Source: an optimization exercise on an open RTL-to-GDS flow (aim: small area). Production flows keep margins and buffers that such runs may drop.
In this exercise RTL edits were held to simulation tests only and were not proved equivalent to the original.
Power and IR drop assume default switching activity.

==> flow/design.v <==
module PlotSignal (
  input  wire Clock,
  input  wire Reset_n,
  output wire [7:0]  X,
  output wire [7:0]  Y,
  output wire        WR,
  output wire [11:0] RGB,
  input  wire [8:0]  DISP_VMRK1,
  input  wire [8:0]  DISP_VMRK2,
  input  wire [8:0]  DISP_HMRK1,
  input  wire [8:0]  DISP_HMRK2,
  input  wire [1:0]  INPUT_SELECT,
  output wire [8:0]  ADC1_RDO_Add,     
  output wire        ADC1_RDO_Req,     
  input  wire        ADC1_RDO_Ack,     
  input  wire [13:0] ADC1_RDO_Q,       
  output wire        ADC1_RDO_Done,    
  input  wire [0:0]  ADC1_TDiv,        
  input  wire [1:0]  ADC1_VDiv,        
  input  wire [7:0]  ADC1_VShift,      
  input  wire [13:0] ADC1_TRG_LVL,     
  output wire [8:0]  ADC2_RDO_Add,     
  output wire        ADC2_RDO_Req,     
  input  wire        ADC2_RDO_Ack,     
  input  wire [13:0] ADC2_RDO_Q,       
  output wire        ADC2_RDO_Done,    
  input  wire [0:0]  ADC2_TDiv,        
  input  wire [1:0]  ADC2_VDiv,        
  input  wire [7:0]  ADC2_VShift,      
  input  wire [13:0] ADC2_TRG_LVL,     
  output wire [8:0]  DIG1_RDO_Add,     
  output wire        DIG1_RDO_Req,     
  input  wire        DIG1_RDO_Ack,     
  input  wire [0:0]  DIG1_RDO_Q,       
  output wire        DIG1_RDO_Done,    
  input  wire [0:0]  DIG1_TDiv,        
  input  wire [7:0]  DIG1_VShift,      
  output wire [8:0]  DIG2_RDO_Add,     
  output wire        DIG2_RDO_Req,     
  input  wire        DIG2_RDO_Ack,     
  input  wire [0:0]  DIG2_RDO_Q,       
  output wire        DIG2_RDO_Done,    
  input  wire [0:0]  DIG2_TDiv,        
  input  wire [7:0]  DIG2_VShift,      
  output wire [8:0]  DIG3_RDO_Add,     
  output wire        DIG3_RDO_Req,     
  input  wire        DIG3_RDO_Ack,     
  input  wire [0:0]  DIG3_RDO_Q,       
  output wire        DIG3_RDO_Done,    
  input  wire [0:0]  DIG3_TDiv,        
  input  wire [7:0]  DIG3_VShift,      
  output wire [8:0]  DIG4_RDO_Add,     
  output wire        DIG4_RDO_Req,     
  input  wire        DIG4_RDO_Ack,     
  input  wire [0:0]  DIG4_RDO_Q,       
  output wire        DIG4_RDO_Done,    
  input  wire [0:0]  DIG4_TDiv,        
  input  wire [7:0]  DIG4_VShift       
);
  function [8:0] add9(input [8:0] a, input [8:0] b, input ci);
    integer i;
    reg c;
    begin
      c = ci;
      for (i = 0; i < 9; i = i + 1) begin
        add9[i] = a[i] ^ b[i] ^ c;
        c = (a[i] & b[i]) | (c & (a[i] ^ b[i]));
      end
    end
  endfunction
  function [7:0] inc8(input [7:0] a);
    integer i;
    reg c;
    begin
      c = 1'b1;
      for (i = 0; i < 8; i = i + 1) begin
        inc8[i] = a[i] ^ c;
        c = a[i] & c;
      end
    end
  endfunction
  reg [7:0] col;
  reg [6:0] row;
  reg       adc, dig;
  wire row_end = &row[6:3];                
  wire col_end = col[7] & (&col[4:0]);     
  wire eoc     = row_end | col_end;
  wire [7:0] col_inc = inc8(col);
  wire       keep  = ~eoc | (INPUT_SELECT[1] & INPUT_SELECT[0]);
  wire [7:0] row_inc = inc8({1'b0, row});
  wire [6:0] row_n = row_end ? 7'd0 : row_inc[6:0];
  wire [7:0] col_n = ~row_end ? col : col_end ? 8'd0 : col_inc;
  wire       adc_n = keep ? adc : ~INPUT_SELECT[0];
  wire       dig_n = keep ? dig : INPUT_SELECT[1] | INPUT_SELECT[0];
  wire mix = adc & dig;
  assign X  = col;
  assign Y  = {1'b0, row};
  assign WR = 1'b1;
  wire [7:0] add0 = col;
  wire [7:0] add1 = {col[6:0], 1'b1};
  assign ADC1_RDO_Req  = adc;
  assign ADC2_RDO_Req  = adc;
  assign DIG1_RDO_Req  = dig;
  assign DIG2_RDO_Req  = dig;
  assign DIG3_RDO_Req  = dig;
  assign DIG4_RDO_Req  = dig;
  assign ADC1_RDO_Done = adc & eoc;
  assign ADC2_RDO_Done = adc & eoc;
  assign DIG1_RDO_Done = dig & eoc;
  assign DIG2_RDO_Done = dig & eoc;
  assign DIG3_RDO_Done = dig & eoc;
  assign DIG4_RDO_Done = dig & eoc;
  assign ADC1_RDO_Add  = {1'b0, {8{adc}} & (ADC1_TDiv ? add1 : add0)};
  assign ADC2_RDO_Add  = {1'b0, {8{adc}} & (ADC2_TDiv ? add1 : add0)};
  assign DIG1_RDO_Add  = {1'b0, {8{dig}} & (DIG1_TDiv ? add1 : add0)};
  assign DIG2_RDO_Add  = {1'b0, {8{dig}} & (DIG2_TDiv ? add1 : add0)};
  assign DIG3_RDO_Add  = {1'b0, {8{dig}} & (DIG3_TDiv ? add1 : add0)};
  assign DIG4_RDO_Add  = {1'b0, {8{dig}} & (DIG4_TDiv ? add1 : add0)};
  wire grid = col == 8'd20 || col == 8'd50 || col == 8'd80 || col == 8'd110
           || col == 8'd140 || row == 7'd30 || row == 7'd60 || row == 7'd90;
  wire [8:0] hrow9 = add9(9'd121, ~{2'b0, row}, 1'b1);
  wire [6:0] hrow = hrow9[6:0];             
  wire mrk = {1'b0, col_inc} == DISP_VMRK1 || {1'b0, col_inc} == DISP_VMRK2
          || {2'b0, hrow} == DISP_HMRK1 || {2'b0, hrow} == DISP_HMRK2;
  function [7:0] vsh(input [13:0] q, input [1:0] v);
    case (v)
      2'd0: vsh = q[13:6];
      2'd1: vsh = {1'b0, q[13:7]};
      2'd2: vsh = {2'b0, q[13:8]};
      default: vsh = {3'b0, q[13:9]};
    endcase
  endfunction
  function [8:0] kofs(input [1:0] v, input m, input [8:0] k0, input [8:0] k1,
                      input [8:0] k2, input [8:0] k3, input [8:0] off);
    case (v)
      2'd0: kofs = (m ? off : 9'd0) - k0;
      2'd1: kofs = (m ? off : 9'd0) - k1;
      2'd2: kofs = (m ? off : 9'd0) - k2;
      default: kofs = (m ? off : 9'd0) - k3;
    endcase
  endfunction
  wire [8:0] p1 = add9({1'b0, ADC1_VShift}, ~{2'b0, row}, 1'b1);
  wire [8:0] p2 = add9({1'b0, ADC2_VShift}, ~{2'b0, row}, 1'b1);
  wire [7:0] s1 = vsh(ADC1_RDO_Q,   ADC1_VDiv);
  wire [7:0] t1 = vsh(ADC1_TRG_LVL, ADC1_VDiv);
  wire [7:0] s2 = vsh(ADC2_RDO_Q,   ADC2_VDiv);
  wire [7:0] t2 = vsh(ADC2_TRG_LVL, ADC2_VDiv);
  wire zero_at_row = ~dig & (row == 7'd0);
  wire q1z = ADC1_RDO_Q == 14'd0;
  wire q2z = ADC2_RDO_Q == 14'd0;
  wire a1_hit = q1z ? zero_at_row : add9(p1, ~{1'b0, s1}, 1'b1) ==
                kofs(ADC1_VDiv, dig, 9'd37, -9'd27, -9'd59, -9'd75, 9'd15);
  wire t1_hit = q1z ? zero_at_row : add9(p1, ~{1'b0, t1}, 1'b1) ==
                kofs(ADC1_VDiv, dig, 9'd50, -9'd20, -9'd55, -9'd73, 9'd15);
  wire a2_hit = q2z ? zero_at_row : add9(p2, ~{1'b0, s2}, 1'b1) ==
                kofs(ADC2_VDiv, dig, 9'd98, 9'd34, 9'd2, -9'd14, 9'd45);
  wire t2_hit = q2z ? zero_at_row : add9(p2, ~{1'b0, t2}, 1'b1) ==
                kofs(ADC2_VDiv, dig, 9'd111, 9'd40, 9'd5, -9'd13, 9'd45);
  wire a1  = adc & ADC1_RDO_Ack & a1_hit;
  wire a2  = adc & ADC2_RDO_Ack & a2_hit;
  wire trg = adc & (col[7:1] == 7'd0) & (t1_hit | t2_hit);
  function dhit(input [7:0] vs, input [6:0] r, input [6:0] c);
    dhit = add9({1'b0, vs}, ~{2'b0, r}, 1'b1) == {2'b0, c};
  endfunction
  wire d1 = dig & DIG1_RDO_Ack & dhit(DIG1_VShift, row,
              adc ? (DIG1_RDO_Q ? 7'd50 : 7'd45) : (DIG1_RDO_Q ? 7'd110 : 7'd100));
  wire d2 = dig & DIG2_RDO_Ack & dhit(DIG2_VShift, row,
              adc ? (DIG2_RDO_Q ? 7'd40 : 7'd35) : (DIG2_RDO_Q ? 7'd80 : 7'd70));
  wire d3 = dig & DIG3_RDO_Ack & dhit(DIG3_VShift, row,
              adc ? (DIG3_RDO_Q ? 7'd25 : 7'd20) : (DIG3_RDO_Q ? 7'd50 : 7'd40));
  wire d4 = dig & DIG4_RDO_Ack & dhit(DIG4_VShift, row,
              adc ? (DIG4_RDO_Q ? 7'd15 : 7'd10) : (DIG4_RDO_Q ? 7'd20 : 7'd10));
  reg [2:0] bgr;
  always @* begin
    if (trg)      bgr = 3'b011;
    else if (mrk) bgr = 3'b110;
    else if (d4)  bgr = 3'b101;
    else if (d3)  bgr = 3'b111;
    else if (d2)  bgr = 3'b100;
    else if (d1)  bgr = 3'b001;
    else if (a2)  bgr = 3'b100;
    else if (a1)  bgr = 3'b001;
    else if (grid) bgr = 3'b010;
    else          bgr = 3'b000;
  end
  assign RGB = {{4{bgr[2]}}, {4{bgr[1]}}, {4{bgr[0]}}};
  always @(posedge Clock or negedge Reset_n) begin
    if (!Reset_n) begin
      col <= 8'd0;
      row <= 7'd0;
      adc <= 1'b1;
      dig <= 1'b0;
    end else begin
      col <= col_n;
      row <= row_n;
      adc <= adc_n;
      dig <= dig_n;
    end
  end
endmodule
==> flow/flow/run.sh <==
#!/bin/bash
# Layout flow: the standard synthesis; then the combinational logic of its netlist
# re-mapped for area, keeping the smallest result that is proven equivalent (registers,
# tie cells and full adders stay as the standard synthesis made them); then the standard layout, with the port buffers made of the
# smallest buffer cell.
set -euo pipefail
here=$(pwd)
res=$here/orfs/results/$FLOW_PLATFORM/PlotSignal/base
yosys_bin=$FLOW_HOME/../tools/install/yosys/bin/yosys
[[ -x $yosys_bin ]] || yosys_bin=$(command -v yosys)
export RESYN_LIB=$FLOW_HOME/platforms/$FLOW_PLATFORM/lib/sky130_fd_sc_hd__tt_025C_1v80.lib
export RESYN_TOP=$FLOW_TOP
export yosys_bin here

# 1. standard synthesis (netlist only)
bash standard.sh "$res/1_2_yosys.v" > synth_std.log 2>&1
cp "$res/1_2_yosys.v" "$here/synth_std.v"

# 2. area re-mapping, one run per ABC script
mkdir -p resyn
one() {
  local start=$1 scr=$2 k=$1_$(basename "$2" .abc)
  RESYN_IN=$here/synth_$start.v RESYN_ABC=$here/$scr RESYN_STAT=$here/resyn/$k.stat \
  RESYN_OUT=$here/resyn/$k.v "$yosys_bin" -c "$here/flow/resynth.tcl" > "resyn_$k.log" 2>&1 || true
}
export -f one
for s in std; do for scr in flow/*.abc; do echo "$s $scr"; done; done \
  | xargs -P "${NUM_CORES:-4}" -L 1 bash -c 'one "$0" "$1"'

# 3. smallest first; keep the first one proven equivalent to the standard netlist
best=$here/synth_std.v
for k in $(for f in resyn/*.stat; do
             a=$(awk '/Chip area/ {print $NF}' "$f"); [[ -n $a && -s resyn/$(basename "$f" .stat).v ]] \
               && echo "$a $(basename "$f" .stat)"
           done | sort -g | awk '{print $2}'); do
  if EQ_GOLD=$here/synth_std.v EQ_GATE=$here/resyn/$k.v "$yosys_bin" -c "$here/flow/equiv.tcl" \
       > "equiv_$k.log" 2>&1; then
    best=$here/resyn/$k.v
    break
  fi
done
echo "netlist: $best" > chosen.txt
cp "$best" "$res/1_2_yosys.v"
touch "$res/1_2_yosys.v"

# 4. standard layout from that netlist
export BUFFER_PORTS_ARGS="-buffer_cell sky130_fd_sc_hd__buf_1"
bash standard.sh > layout.log 2>&1
==> flow/flow/a.abc <==
strash; &get -n; &deepsyn -T 60; &put; dch -f; amap
==> flow/flow/equiv.tcl <==
# Prove that the re-mapped netlist does what the standard synthesis netlist does,
# matching the ports and the registers by name (other nets are hidden first).
yosys -import
read_liberty -ignore_miss_func $::env(RESYN_LIB)
read_verilog $::env(EQ_GOLD)
yosys rename $::env(RESYN_TOP) gold
read_verilog $::env(EQ_GATE)
yosys rename $::env(RESYN_TOP) gate
flatten
delete t:\$scopeinfo
opt_clean
async2sync
yosys rename -hide w:_*
opt_clean
equiv_make gold gate eq
hierarchy -top eq
equiv_simple -seq 2
equiv_induct
equiv_status -assert
==> flow/flow/m11.abc <==
strash; &get -n; &deepsyn -T 60; &put; dch -f; amap -m -F 20 -A 50
==> flow/flow/m12.abc <==
strash; &get -n; &deepsyn -T 60; &put; dch -f; amap -F 50 -A 200 -C 2000
==> flow/flow/m16.abc <==
strash; &get -n; &deepsyn -T 60; &put; dch -f; amap -F 20 -A 50 -E 0.01
==> flow/flow/resynth.tcl <==
# Re-map the combinational logic of the standard synthesis netlist for area.
# Registers, tie cells and full adders are kept as the standard synthesis made them:
# same instances, names and cell types.
yosys -import
set lib $::env(RESYN_LIB)
read_liberty -ignore_miss_func $lib
read_verilog $::env(RESYN_IN)
hierarchy -top $::env(RESYN_TOP)
setattr -mod -set keep_hierarchy 1 sky130_fd_sc_hd__df* sky130_fd_sc_hd__conb_* sky130_fd_sc_hd__fa_*
flatten
delete t:\$scopeinfo
opt_clean -purge
abc -script $::env(RESYN_ABC) -liberty $lib -dont_use *lpflow* -dont_use *probe*
opt_clean -purge
setundef -zero
splitnets
opt_clean -purge
hilomap -singleton -hicell sky130_fd_sc_hd__conb_1 HI -locell sky130_fd_sc_hd__conb_1 LO
insbuf -buf sky130_fd_sc_hd__buf_4 A X
opt_clean -purge
# every gate must be a library cell
set unmapped "$::env(RESYN_TOP)/t:\$*"
select -assert-none $unmapped
select -module $::env(RESYN_TOP)
tee -o $::env(RESYN_STAT) stat -liberty $lib
select -clear
blackbox sky130_fd_sc_hd__*
write_verilog -noattr -nohex -nodec $::env(RESYN_OUT)
==> flow/standard.sh <==
#!/bin/bash
# synth_recipe.tcl (not shown) runs the flow's synth.tcl, then flattens the netlist and writes it again
# the make line also repeats each setting of config.mk as NAME=value (left out here)
make -C /OpenROAD-flow-scripts/flow DESIGN_CONFIG=/design/flow/config.mk WORK_HOME=/design/flow/orfs CLKGATE_MAP_FILE= SYNTH_SCRIPT=/design/flow/synth_recipe.tcl "${@:-finish}"
==> flow/config.mk <==
export PLATFORM = sky130hd
export DESIGN_NAME = PlotSignal
export DESIGN_NICKNAME = PlotSignal
export VERILOG_FILES = /design/flow/design.v
export SDC_FILE = /design/flow/constraint.sdc
export NUM_CORES = 4
export LEC_CHECK = 0
export CAP_MARGIN = 20
export CORE_MARGIN = 2
export CORE_UTILIZATION = 40
export CTS_BUF_LIST = sky130_fd_sc_hd__clkbuf_8
export CTS_CLUSTER_DIAMETER = 300
export CTS_CLUSTER_SIZE = 30
export PLACE_DENSITY = 0.6
export SLEW_MARGIN = 20
==> flow/constraint.sdc <==
create_clock -name core_clock -period 15.0 [get_ports {Clock}]
set_input_delay 3.0000 -clock core_clock [delete_from_list [all_inputs] [get_ports {Clock}]]
set_output_delay 3.0000 -clock core_clock [all_outputs]
set_load 0.01 [all_outputs]
==> results of run 1 <==
worst paths after layout:
kind,slack (ns),from,endpoint
setup / recovery,2.03,ADC1_VDiv[1],RGB[2]
min in group asynchronous,2.67,Reset_n,col[7]$_DFFE_PN0P_
hold reg to reg,0.70,col[1]$_DFFE_PN0P_,col[1]$_DFFE_PN0P_
max in group asynchronous,11.84,Reset_n,row[6]$_DFF_PN0_
hold / removal,0.70,col[1]$_DFFE_PN0P_,col[1]$_DFFE_PN0P_
setup reg to reg,11.80,row[4]$_DFF_PN0_,col[6]$_DFFE_PN0P_
stage by stage:
stage / hold WS [ns] / std cells / power [mW]
4_1_cts: 0.699 / 1072 / 0.266
6_report: 0.698 / 1073 / 0.266
2_1_floorplan: 0.554 / 699 / 0.179
3_3_place_gp: 0.675 / 1068 / 0.229
3_5_place_dp: 0.683 / 1068 / 0.230
5_1_grt: 0.743 / 1073 / 0.294
critical path, cell delays in order:
cell       delay, ns
buf_1           0.47
clkinv_1        0.64
o22ai_1         0.40
nor2_1          0.06
a221oi_1        0.28
nor2_1          0.12
fa_1            0.40
fa_1            0.38
fa_1            0.38
fa_1            0.39
fa_1            0.39
fa_1            0.39
fa_1            0.48
a2111oi_0       0.50
o211ai_1        0.18
a2111oi_0       0.35
or2_0           0.17
a31oi_1         0.10
o21a_1          0.21
o21ai_0         0.45
buf_1           0.21
area by class of cell:
cell class,count,share of cell area (%)
clock buffer,3,0.701
clock inverter,1,0.0850
inverter,127,8.09
multi-input combinational,516,64.7
sequential,17,7.24
tap,168,3.57
timing repair buffer,241,15.6
state kept, by name (all words and copies together), names as in the netlist:
| register | flops |
|---|---|
| adc | 1 |
| col | 8 |
| dig | 1 |
| row | 7 |
report_power, final:
part,internal [mW],leakage (nW),total (mW),switching [mW]
logic,0.0748,1.66,0.184,0.109
registers,0.0463,0.217,0.0472,0.000919
clock network,0.0184,0.0255,0.0352,0.0167
total,0.140,1.90,0.266,0.127
metal layers:
layer | vias up | GRT usage, % | wire length, um | share of wire (%)
li1 | 2928 | - | - | -
met3 | 22 | 2.93 | 1210 | 6.9
met5 | - | 0 | 0 | 0
met4 | 0 | 5.63 | 327 | 1.9
met2 | 292 | 43.5 | 7940 | 45
met1 | 2681 | 35.7 | 7990 | 46
==> results.sh, run 1 <==
export IMPL_status="no timing/DRC/antenna violations"
export IMPL_clkLatencyLatePin_ns=0.26
export IMPL_place_gp_congestion=0.865
export IMPL_regArea_um2=427
export IMPL_layout_setup_ws_ns=2.03
export IMPL_dp_hpwl_um=14500
export IMPL_slew_viol_final=0
export IMPL_drc=0
export IMPL_skew_ns=0.00687
export IMPL_drt_iter0_drc=361
export IMPL_clk_pin_slew_ns=0.07
export IMPL_fin_crit_ns=12.97
export IMPL_finish_utilization_pct=48.6
export IMPL_cts_tree="yes"
export IMPL_hold_viol=0
export IMPL_numCtsBuffers=3
export IMPL_ir_drop_mv=0.0226
export IMPL_cts_setup_buffers=0
export IMPL_areaGrowthSynthToFinish_pct=18.2
export IMPL_timing_final_crit_share_pct=86.4
export IMPL_end_kind="output pin"
export IMPL_drive_gt1_share_pct=0.884
export IMPL_crit_fanout=19
export IMPL_via_per_inst=5.52
export IMPL_fillers=1316
export IMPL_die_area_um2=13400
export IMPL_detailedPlace_worstSlack_ns=2.13
export IMPL_setup_viol=0
export IMPL_grt_pass1_wl_um=27200
export IMPL_worstMarginPinSlew_ns=0.917
export IMPL_slew_headroom_pct=37.3
export IMPL_multi_input_area_um2=3810
export IMPL_setup_tns_ns=0
export IMPL_firstDrtPassIters=5
export IMPL_routed_wl_um=17500
export IMPL_grt_max_degree=28
export IMPL_antenna_cells=0
export IMPL_placed_cell_area_um2=5830
export IMPL_syn_inst=693
export IMPL_die_h_um=116
export IMPL_cts_buffer_depth=2
export IMPL_ctsHoldBuffers=0
export IMPL_maxCapViolCount=0
export IMPL_grt_overflow_total=0
export IMPL_antenna_found_initial=0
export IMPL_netlist_area_um2=4980
export IMPL_whs_path_depth=1
export IMPL_hold_path_class="reg2reg"
export IMPL_start_kind="input port"
export IMPL_wl_per_cell_um=16.3
export IMPL_worstSetupPathType="in2out"
export IMPL_rsz0062_at_grt="false"
export IMPL_cp_required_ns=12.00
export IMPL_final_common_cell="buf_1"
export IMPL_p_per_area_nw_per_um2=45.2
export IMPL_cts_num_sinks=17
export IMPL_ant_nets=0
export IMPL_fmax_mhz=77.1
export IMPL_die_w_um=116
export IMPL_vias=5923
export IMPL_synth_warnings=1
export IMPL_fin_nets=1134
export IMPL_layout_common_cells="buf_1 (238), clkinv_1 (127), o22ai_1 (90)"
export IMPL_clock_root_buffer="clkbuf_8"
export IMPL_io_buffers=238
export IMPL_arrival_ns=9.97
export IMPL_num_rows=40
export IMPL_coreArea_um2=12100
export IMPL_pin_count=259
export IMPL_cts_resized=0
export IMPL_start_util_pct=41.2
export IMPL_syn_area_per_cell_um2=7.19
export IMPL_p_leak_nw=1.90
export IMPL_grt_usage_pct=25.7
export IMPL_fin_area_um2=5890
export IMPL_grt_pass1_vias=5361
export IMPL_ff2ff_path_depth=12
export IMPL_h_tree_depth=1
==> run 2: changes to the inputs <==
--- a/flow/config.mk
+++ b/flow/config.mk
@@ -9,7 +9,5 @@
 export CORE_MARGIN = 2
 export CORE_UTILIZATION = 40
 export CTS_BUF_LIST = sky130_fd_sc_hd__clkbuf_8
-export CTS_CLUSTER_DIAMETER = 300
-export CTS_CLUSTER_SIZE = 30
 export PLACE_DENSITY = 0.6
 export SLEW_MARGIN = 20
==> run 2 against run 1 <==
Final area unchanged. Fmax unchanged. Register-to-register slack about the same. Clock-buffer cell count unchanged. Critical endpoint unchanged. Clock skew unchanged. Sequential power about the same. Die area unchanged. Highest routed layer unchanged. Cell count unchanged. Sequential share of layout area unchanged.
==> results.sh, run 2 <==
export IMPL_status="no timing/DRC/antenna violations"
export IMPL_p_leak_nw=1.90
export IMPL_path_buf_inv=3
export IMPL_coreArea_um2=12100
export IMPL_clkLatencyLatePin_ns=0.26
export IMPL_cts_setup_buffers=0
export IMPL_end_kind="output pin"
export IMPL_power_uw=266
export IMPL_wl_per_cell_um=16.3
export IMPL_skew_ns=0.00687
export IMPL_antenna_cells=0
export IMPL_cts_resized=0
export IMPL_drt_iter0_drc=361
export IMPL_slew_viol_final=0
export IMPL_syn_area_per_cell_um2=7.19
export IMPL_clock_root_buffer="clkbuf_8"
export IMPL_layout_setup_ws_ns=2.03
export IMPL_cts_tree="yes"
export IMPL_antenna_found_initial=0
export IMPL_grt_max_degree=28
export IMPL_numCtsBuffers=3
export IMPL_p_per_area_nw_per_um2=45.2
export IMPL_worstSetupPathType="in2out"
export IMPL_arrival_ns=9.97
export IMPL_timing_final_crit_share_pct=86.4
export IMPL_die_h_um=116
export IMPL_crit_top_cell="fa_1"
export IMPL_worstMarginPinSlew_ns=0.917
export IMPL_place_gp_congestion=0.865
export IMPL_fmax_mhz=77.1
export IMPL_vias=5923
export IMPL_pin_count=259
export IMPL_layout_common_cells="buf_1 (238), clkinv_1 (127), o22ai_1 (90)"
export IMPL_start_kind="input port"
export IMPL_netlist_area_um2=4980
export IMPL_h_tree_depth=1
export IMPL_ir_drop_mv=0.0226
export IMPL_hold_path_class="reg2reg"
export IMPL_cts_num_sinks=17
export IMPL_synth_warnings=1
export IMPL_clk_pin_slew_ns=0.07
export IMPL_largest_reg_flops=8
export IMPL_fin_nets=1134
export IMPL_maxCapViolCount=0
export IMPL_drive_gt1_share_pct=0.884
export IMPL_regMostFlops="col"
export IMPL_start_util_pct=41.2
export IMPL_detailedPlace_worstSlack_ns=2.13
export IMPL_via_per_inst=5.52
export IMPL_grt_overflow_total=0
export IMPL_die_area_um2=13400
export IMPL_max_stage_delay_ns=0.64
export IMPL_critPathTopFamily="adder cells"
export IMPL_cts_buffer_depth=2
export IMPL_final_common_cell="buf_1"
export IMPL_path_cells="buf_1, clkinv_1, o22ai_1, nor2_1, a221oi_1, nor2_1, fa_1, fa_1, fa_1, fa_1, fa_1, fa_1, fa_1, a2111oi_0, o211ai_1, a2111oi_0, or2_0, a31oi_1, o21a_1, o21ai_0, buf_1"
export IMPL_ant_nets=0
export IMPL_ctsHoldBuffers=0
export IMPL_io_buffers=238
export IMPL_areaGrowthSynthToFinish_pct=18.2
export IMPL_die_w_um=116
export IMPL_setup_viol=0
export IMPL_slew_headroom_pct=37.3
export IMPL_firstDrtPassIters=5
export IMPL_drc=0
export IMPL_top_regs="col: 8 flops, row: 7 flops"
export IMPL_grt_pass1_wl_um=27200
export IMPL_cp_required_ns=12.00
export IMPL_syn_inst=693
export IMPL_grt_pass1_vias=5361
export IMPL_num_rows=40
export IMPL_fillers=1316
export IMPL_dp_hpwl_um=14500
export IMPL_grt_usage_pct=25.7
export IMPL_setup_tns_ns=0
export IMPL_routed_wl_um=17500
export IMPL_finish_utilization_pct=48.6
export IMPL_crit_fanout=19
export IMPL_hold_viol=0
export IMPL_rsz0062_at_grt="false"
export IMPL_critPathSlowestCell="clkinv_1"
export IMPL_fin_crit_ns=12.97
[run 2: final timing paths]
check                      slack [ns]                  to                from  depth (start not counted)
setup reg to reg                11.80  col[6]$_DFFE_PN0P_    row[4]$_DFF_PN0_                         12
max in group asynchronous       11.84    row[6]$_DFF_PN0_             Reset_n                          2
hold reg to reg                  0.70  col[1]$_DFFE_PN0P_  col[1]$_DFFE_PN0P_                          1
setup / recovery                 2.03              RGB[2]        ADC1_VDiv[1]                         21
hold / removal                   0.70  col[1]$_DFFE_PN0P_  col[1]$_DFFE_PN0P_                          1
min in group asynchronous        2.67  col[7]$_DFFE_PN0P_             Reset_n                          1
[run 2: area by class of cell]
cell class	count	area [um^2]	area share, %
Multi-Input combinational cell	516	3810	64.7
Clock inverter	1	5.00	0.0850
Timing Repair Buffer	241	920	15.6
Clock buffer	3	41.3	0.701
Sequential cell	17	427	7.24
Tap cell	168	210	3.57
Inverter	127	477	8.09
[run 2: power breakdown]
| group | switching [mW] | leakage, nW | internal [mW] |
|---|---|---|---|
| logic | 0.109 | 1.66 | 0.0748 |
| clock network | 0.0167 | 0.0255 | 0.0184 |
| registers | 0.000919 | 0.217 | 0.0463 |
[run 2: through the flow]
step | hold slack [ns] | std cells | cell area (um^2)
6_report | 0.698 | 1073 | 5890
5_1_grt | 0.743 | 1073 | 5890
4_1_cts | 0.699 | 1072 | 5880
3_5_place_dp | 0.683 | 1068 | 5830
3_3_place_gp | 0.675 | 1068 | 5830
2_1_floorplan | 0.554 | 699 | 5010
[run 2: metal layers]
| metal | global-route usage (%) | part of all wire (%) | vias to the layer above |
|---|---|---|---|
| met4 | 5.63 | 1.9 | 0 |
| li1 | - | - | 2928 |
| met1 | 35.7 | 46 | 2681 |
| met5 | 0 | 0 | - |
| met2 | 43.5 | 45 | 292 |
| met3 | 2.93 | 6.9 | 22 |
==> run 3: changes to the inputs <==
--- a/flow/flow/run.sh
+++ b/flow/flow/run.sh
@@ -1,7 +1,8 @@
 #!/bin/bash
 # Layout flow: the standard synthesis; then the combinational logic of its netlist
 # re-mapped for area, keeping the smallest result that is proven equivalent (registers,
-# tie cells and full adders stay as the standard synthesis made them); then the standard layout, with the port buffers made of the
+# tie cells and full adders stay as the standard synthesis made them; full adders may be
+# used in inverted form); then the standard layout, with the port buffers made of the
 # smallest buffer cell.
 set -euo pipefail
 here=$(pwd)
@@ -16,7 +17,10 @@
 bash standard.sh "$res/1_2_yosys.v" > synth_std.log 2>&1
 cp "$res/1_2_yosys.v" "$here/synth_std.v"
 
-# 2. area re-mapping, one run per ABC script
+# 2. a second starting point: full adders flipped where that saves inverters
+python3 flow/flipfa.py synth_std.v synth_flip.v > flipfa.log 2>&1 || cp synth_std.v synth_flip.v
+
+# 3. area re-mapping, one run per starting point and ABC script
 mkdir -p resyn
 one() {
   local start=$1 scr=$2 k=$1_$(basename "$2" .abc)
@@ -24,10 +28,10 @@
   RESYN_OUT=$here/resyn/$k.v "$yosys_bin" -c "$here/flow/resynth.tcl" > "resyn_$k.log" 2>&1 || true
 }
 export -f one
-for s in std; do for scr in flow/*.abc; do echo "$s $scr"; done; done \
+for s in std flip; do for scr in flow/*.abc; do echo "$s $scr"; done; done \
   | xargs -P "${NUM_CORES:-4}" -L 1 bash -c 'one "$0" "$1"'
 
-# 3. smallest first; keep the first one proven equivalent to the standard netlist
+# 4. smallest first; keep the first one proven equivalent to the standard netlist
 best=$here/synth_std.v
 for k in $(for f in resyn/*.stat; do
              a=$(awk '/Chip area/ {print $NF}' "$f"); [[ -n $a && -s resyn/$(basename "$f" .stat).v ]] \
@@ -43,6 +47,6 @@
 cp "$best" "$res/1_2_yosys.v"
 touch "$res/1_2_yosys.v"
 
-# 4. standard layout from that netlist
+# 5. standard layout from that netlist
 export BUFFER_PORTS_ARGS="-buffer_cell sky130_fd_sc_hd__buf_1"
 bash standard.sh > layout.log 2>&1
==> flow/flow/c.abc (new file) <==
strash; dc2; dch -f; amap
==> flow/flow/d.abc (new file) <==
strash; &get -n; &deepsyn -T 60 -S 7; &put; dch -f; amap
==> flow/flow/e.abc (new file) <==
strash; dc2; dch -f; amap; strash; dc2; dch -f; amap
==> flow/flow/flipfa.py (new file) <==
#!/usr/bin/env python3
"""Choose which full adders of a gate-level netlist to use in inverted form.

A full adder is self-dual: fa(~a, ~b, ~c) = (~sum, ~cout).  Where a full adder pin is
joined to another full adder, a register, or a port only through inverters, the
inversion cannot be absorbed into other logic and costs an inverter cell.  This
picks, per full adder, whether to flip it (inverters on all its pins, which the
following logic optimisation cancels or absorbs) so that as few such hard
connections as possible are inverted.

usage: flipfa.py in.v out.v
"""
import re, sys, random

src = open(sys.argv[1]).read()
cell_re = re.compile(r'^(\s*)(sky130_fd_sc_hd__\w+)\s+(\S+)\s*\((.*?)\);', re.S | re.M)
pin_re = re.compile(r'\.(\w+)\(\s*([^()]*?)\s*\)')
OUTP = {'X', 'Y', 'Q', 'Q_N', 'SUM', 'COUT', 'HI', 'LO'}

cells = []
for m in cell_re.finditer(src):
    typ, name, body = m.group(2), m.group(3), m.group(4)
    pins = dict(pin_re.findall(body))
    cells.append((typ, name, pins, m.start(), m.end()))

drv = {}
for i, (typ, name, pins, a, b) in enumerate(cells):
    for p, n in pins.items():
        if p in OUTP:
            drv[n] = (i, p)

def kind(typ):
    t = typ.split('__')[1]
    if t.startswith('fa_'): return 'fa'
    if t.startswith(('inv_', 'clkinv_')): return 'inv'
    if t.startswith(('buf_', 'clkbuf_')): return 'buf'
    if t.startswith('df'): return 'ff'
    return 'logic'

def source(net):
    """Follow inverters and buffers back from net: (source, parity); source is
    ('fa', index) for a full adder output, 'hard' for a port, register or constant,
    None for other logic."""
    par = 0
    for _ in range(100):
        d = drv.get(net)
        if d is None:
            return 'hard', par          # input port or constant
        i, p = d
        k = kind(cells[i][0])
        if k == 'inv':
            par ^= 1; net = cells[i][2]['A']; continue
        if k == 'buf':
            net = cells[i][2]['A']; continue
        if k == 'fa':
            return ('fa', i), par
        if k == 'ff':
            return 'hard', par
        return None, par
    return None, par

fas = [i for i, c in enumerate(cells) if kind(c[0]) == 'fa']
# edges: (u, v, parity); u/v are fa indices or -1 for fixed polarity
edges = []
for i in fas:
    for p in ('A', 'B', 'CIN'):
        s, par = source(cells[i][2][p])
        if s is None:
            continue
        u = s[1] if isinstance(s, tuple) else -1
        edges.append((u, i, par))
# full adder outputs that reach registers or output ports through inverters only
outs = set(re.findall(r'^\s*output\s+(?:\[[^\]]*\]\s*)?([^;]+);', src, re.M))
outnets = []
for o in outs:
    for n in o.split(','):
        outnets.append(n.strip())
sinks = []
for i, (typ, name, pins, a, b) in enumerate(cells):
    if kind(typ) in ('ff',):
        for p, n in pins.items():
            if p == 'D':
                sinks.append(n)
for n in sinks:
    s, par = source(n)
    if isinstance(s, tuple):
        edges.append((s[1], -1, par))

flip = {i: 0 for i in fas}
def cost():
    return sum(par ^ flip.get(u, 0) ^ flip.get(v, 0) for u, v, par in edges)
adj = {i: [] for i in fas}
for e in edges:
    for x in e[:2]:
        if x in adj: adj[x].append(e)
before = cost()
changed = True
while changed:
    changed = False
    for i in fas:
        cur = sum(par ^ flip.get(u, 0) ^ flip.get(v, 0) for u, v, par in adj[i])
        flip[i] ^= 1
        new = sum(par ^ flip.get(u, 0) ^ flip.get(v, 0) for u, v, par in adj[i])
        if new < cur:
            changed = True
        else:
            flip[i] ^= 1
after = cost()

# rewrite: a flipped full adder gets inverters on every pin
out = []
last = 0
k = 0
for i, (typ, name, pins, a, b) in enumerate(cells):
    if not flip.get(i):
        continue
    out.append(src[last:a]); last = b
    newpins = {}
    extra = []
    for p, n in pins.items():
        w = 'flipfa_%d' % k; k += 1
        newpins[p] = w
        if p in OUTP:
            extra.append('  sky130_fd_sc_hd__inv_1 flipfa_inv_%d (.A(%s), .Y(%s));' % (k, w, n))
        else:
            extra.append('  sky130_fd_sc_hd__inv_1 flipfa_inv_%d (.A(%s), .Y(%s));' % (k, n, w))
    out.append('\n  %s %s (%s);\n%s' % (typ, name, ', '.join('.%s(%s)' % kv for kv in newpins.items()), '\n'.join(extra)))
out.append(src[last:])
res = ''.join(out)
wires = ''.join('  wire flipfa_%d;\n' % j for j in range(k))
res = re.sub(r'(module\s+\w+\s*\([^;]*\);\n)', lambda m: m.group(1) + wires, res, count=1)
open(sys.argv[2], 'w').write(res)
print('full adders %d, flipped %d, inverted hard connections %d -> %d'
      % (len(fas), sum(flip.values()), before, after))
removed: flow/flow/m11.abc
removed: flow/flow/m12.abc
removed: flow/flow/m16.abc
==> run 3 against run 2 <==
Synthesized cell count increased by 3.6%. Combinational power about the same. Routed wire length fell by 2.9%. Global-route usage fell by 1.1 points. Cell count is 2.3% higher. Via count is 0.69% lower. Critical endpoint is now RGB[5]. Largest power group unchanged.
==> results.sh, run 3 <==
export IMPL_final_cells=1098
export IMPL_dp_cells=1094
export IMPL_slew_viol_final=0
export IMPL_clkLatencyLatePin_ns=0.25
export IMPL_fin_nets=1159
export IMPL_clk_pin_slew_ns=0.06
export IMPL_grt_pass1_vias=5219
export IMPL_start_util_pct=41.4
export IMPL_top_regs="col: 8 flops, row: 7 flops"
export IMPL_hold_slack_ns=0.625
export IMPL_regMostFlops="col"
export IMPL_p_per_area_nw_per_um2=44.5
export IMPL_finish_utilization_pct=48.8
export IMPL_detailedPlace_worstSlack_ns=2.42
export IMPL_cts_resized=0
export IMPL_grt_usage_pct=24.6
export IMPL_worstMarginPinSlew_ns=0.799
export IMPL_regToRegSetupSlack_ns=11.36
export IMPL_netlist_area_um2=5030
export IMPL_routed_wl_um=17000
export IMPL_ff2ff_path_depth=16
export IMPL_drc=0
export IMPL_cts_buffer_depth=2
export IMPL_path_cells="buf_1, clkinv_1, o22ai_1, o21ai_0, nand2_1, fa_1, fa_1, clkinv_1, fa_1, fa_1, fa_1, fa_1, fa_1, a211oi_1, or4b_1, a2111oi_0, o221ai_1, a221oi_1, o2111ai_1, o21ai_0, clkinv_1, a21oi_1, o21ai_0, buf_1"
export IMPL_hold_path_class="reg2reg"
export IMPL_critPathTopFamily="adder cells"
export IMPL_hold_viol=0
export IMPL_rsz0062_at_grt="false"
export IMPL_rr_endpoint="col[6]$_DFFE_PN0P_"
export IMPL_worstSetupPathType="in2out"
export IMPL_regToRegStartpoint="row[4]$_DFF_PN0_"
export IMPL_wl_per_cell_um=15.5
export IMPL_firstDrtPassIters=5
export IMPL_die_h_um=116
export IMPL_die_area_um2=13500
export IMPL_setup_tns_ns=0
export IMPL_cts_setup_buffers=0
export IMPL_critPathCapture="RGB[5]"
export IMPL_placed_cell_area_um2=5890
export IMPL_place_gp_congestion=0.878
export IMPL_crit_fanout=16
export IMPL_drive_gt1_share_pct=0.968
export IMPL_skew_ns=0.00658
export IMPL_fin_crit_ns=12.70
export IMPL_clock_root_buffer="clkbuf_8"
export IMPL_ant_nets=0
export IMPL_cp_required_ns=12.00
export IMPL_layout_setup_ws_ns=2.30
export IMPL_setup_viol=0
export IMPL_synth_warnings=1
export IMPL_grt_pass1_wl_um=26400
export IMPL_num_rows=40
export IMPL_syn_area_per_cell_um2=7.01
export IMPL_die_w_um=116
export IMPL_final_common_cell="buf_1"
export IMPL_dp_hpwl_um=14300
export IMPL_path_buf_inv=5
export IMPL_cp_depth=24
export IMPL_numCtsBuffers=3
export IMPL_fmax_mhz=78.7
export IMPL_power_uw=264
export IMPL_grt_overflow_total=0
export IMPL_crit_top_cell="fa_1"
export IMPL_p_leak_nw=1.99
export IMPL_via_per_inst=5.36
export IMPL_largest_reg_flops=8
export IMPL_areaGrowthSynthToFinish_pct=17.9
export IMPL_ir_drop_mv=0.0300
export IMPL_maxCapViolCount=0
export IMPL_syn_inst=718
export IMPL_slew_headroom_pct=45.3
export IMPL_layout_common_cells="buf_1 (237), clkinv_1 (118), nor2_1 (110)"
export IMPL_vias=5882
export IMPL_drt_iter0_drc=420
export IMPL_status="no timing/DRC/antenna violations"
export IMPL_max_stage_delay_ns=0.57
export IMPL_h_tree_depth=1
export IMPL_cts_tree="yes"
export IMPL_grt_max_degree=31
export IMPL_cts_num_sinks=17
export IMPL_end_kind="output pin"
export IMPL_coreArea_um2=12200
export IMPL_critPathSlowestCell="clkinv_1"
export IMPL_antenna_cells=0
export IMPL_fin_area_um2=5940
export IMPL_timing_final_crit_share_pct=84.7
export IMPL_ctsHoldBuffers=0
export IMPL_cp_startpoint="ADC2_VDiv[1]"
export IMPL_start_kind="input port"
export IMPL_antenna_found_initial=0
export IMPL_pin_count=259
export IMPL_arrival_ns=9.70
export IMPL_io_buffers=238
-- run 3: metal layers --
| layer | global-route usage [%] | vias up | part of all wire [%] | routed length [um] |
|---|---|---|---|---|
| li1 | - | 2947 | - | - |
| met5 | 0 | - | 0 | 0 |
| met2 | 40.1 | 256 | 46 | 7870 |
| met3 | 2.54 | 16 | 6.6 | 1120 |
| met4 | 3.81 | 0 | 1.0 | 171 |
| met1 | 36.3 | 2663 | 46 | 7810 |
-- run 3: how the worst min path moves through the flow --
stage / start / endpoint / slack [ns] / depth (start not counted)
CTS: col[6]$_DFFE_PN0P_ / col[6]$_DFFE_PN0P_ / 0.63 / 2
global route: col[6]$_DFFE_PN0P_ / col[6]$_DFFE_PN0P_ / 0.73 / 2
finish: col[6]$_DFFE_PN0P_ / col[6]$_DFFE_PN0P_ / 0.62 / 2
floorplan: col[6]$_DFFE_PN0P_ / col[6]$_DFFE_PN0P_ / 0.53 / 2
global placement: col[6]$_DFFE_PN0P_ / col[6]$_DFFE_PN0P_ / 0.63 / 2
detailed placement: col[6]$_DFFE_PN0P_ / col[6]$_DFFE_PN0P_ / 0.62 / 2
-- run 3: cell type report --
class                           instances  area, um^2
Multi-Input combinational cell        550        3890
Tap cell                              168         210
Sequential cell                        17         427
Fill cell                            1320        6220
Timing Repair Buffer                  241         917
Clock buffer                            3        41.3
Clock inverter                          1        5.00
Inverter                              118         443
-- run 3: report_power, final --
| group | leakage [nW] | internal [mW] | switching (mW) |
|---|---|---|---|
| sequential | 0.217 | 0.0463 | 0.000761 |
| combinational | 1.75 | 0.0747 | 0.108 |
| clock | 0.0255 | 0.0184 | 0.0159 |
| total | 1.99 | 0.139 | 0.125 |
-- run 3: tightest hold or removal path: cells and delay by family (launching register included) --
family	cells	cell delay, ns
simple gates	1	0.07
compound gates	1	0.06
flops	1	0.46

[separate check: timing with driven ports]
How much do the figures lean on ideal ports? The routed layouts below were timed once more, with nothing changed but the port constraints. Step 1 sets driving cells, clkbuf_16 on the clock port and buf_2 on the other inputs (assumed; they add their load-dependent delay and slew). Step 2, shift: input delay + t, output delay - t, t = (earliest + latest rising clock arrival at the registers) / 2. This alone moves slack from input paths to output paths. Slacks: ideal / step 1 / step 2; pairs: ideal / step 1.
| run | t, ns | setup slack, ns | clock arrival spread, ns | worst slew at a driven data input, ns | cell pins on the clock port's net |
|---|---|---|---|---|---|
| run 1 | 0.289 | 2.035 / 2.010 / 2.010 | 0.007 / 0.007 | 0.07 | 1 |
| run 2 | 0.289 | 2.035 / 2.010 / 2.010 | 0.007 / 0.007 | 0.07 | 1 |
| run 3 | 0.280 | 2.300 / 2.275 / 2.275 | 0.006 / 0.006 | 0.06 | 1 |
After both steps setup and hold are still met in every run listed.
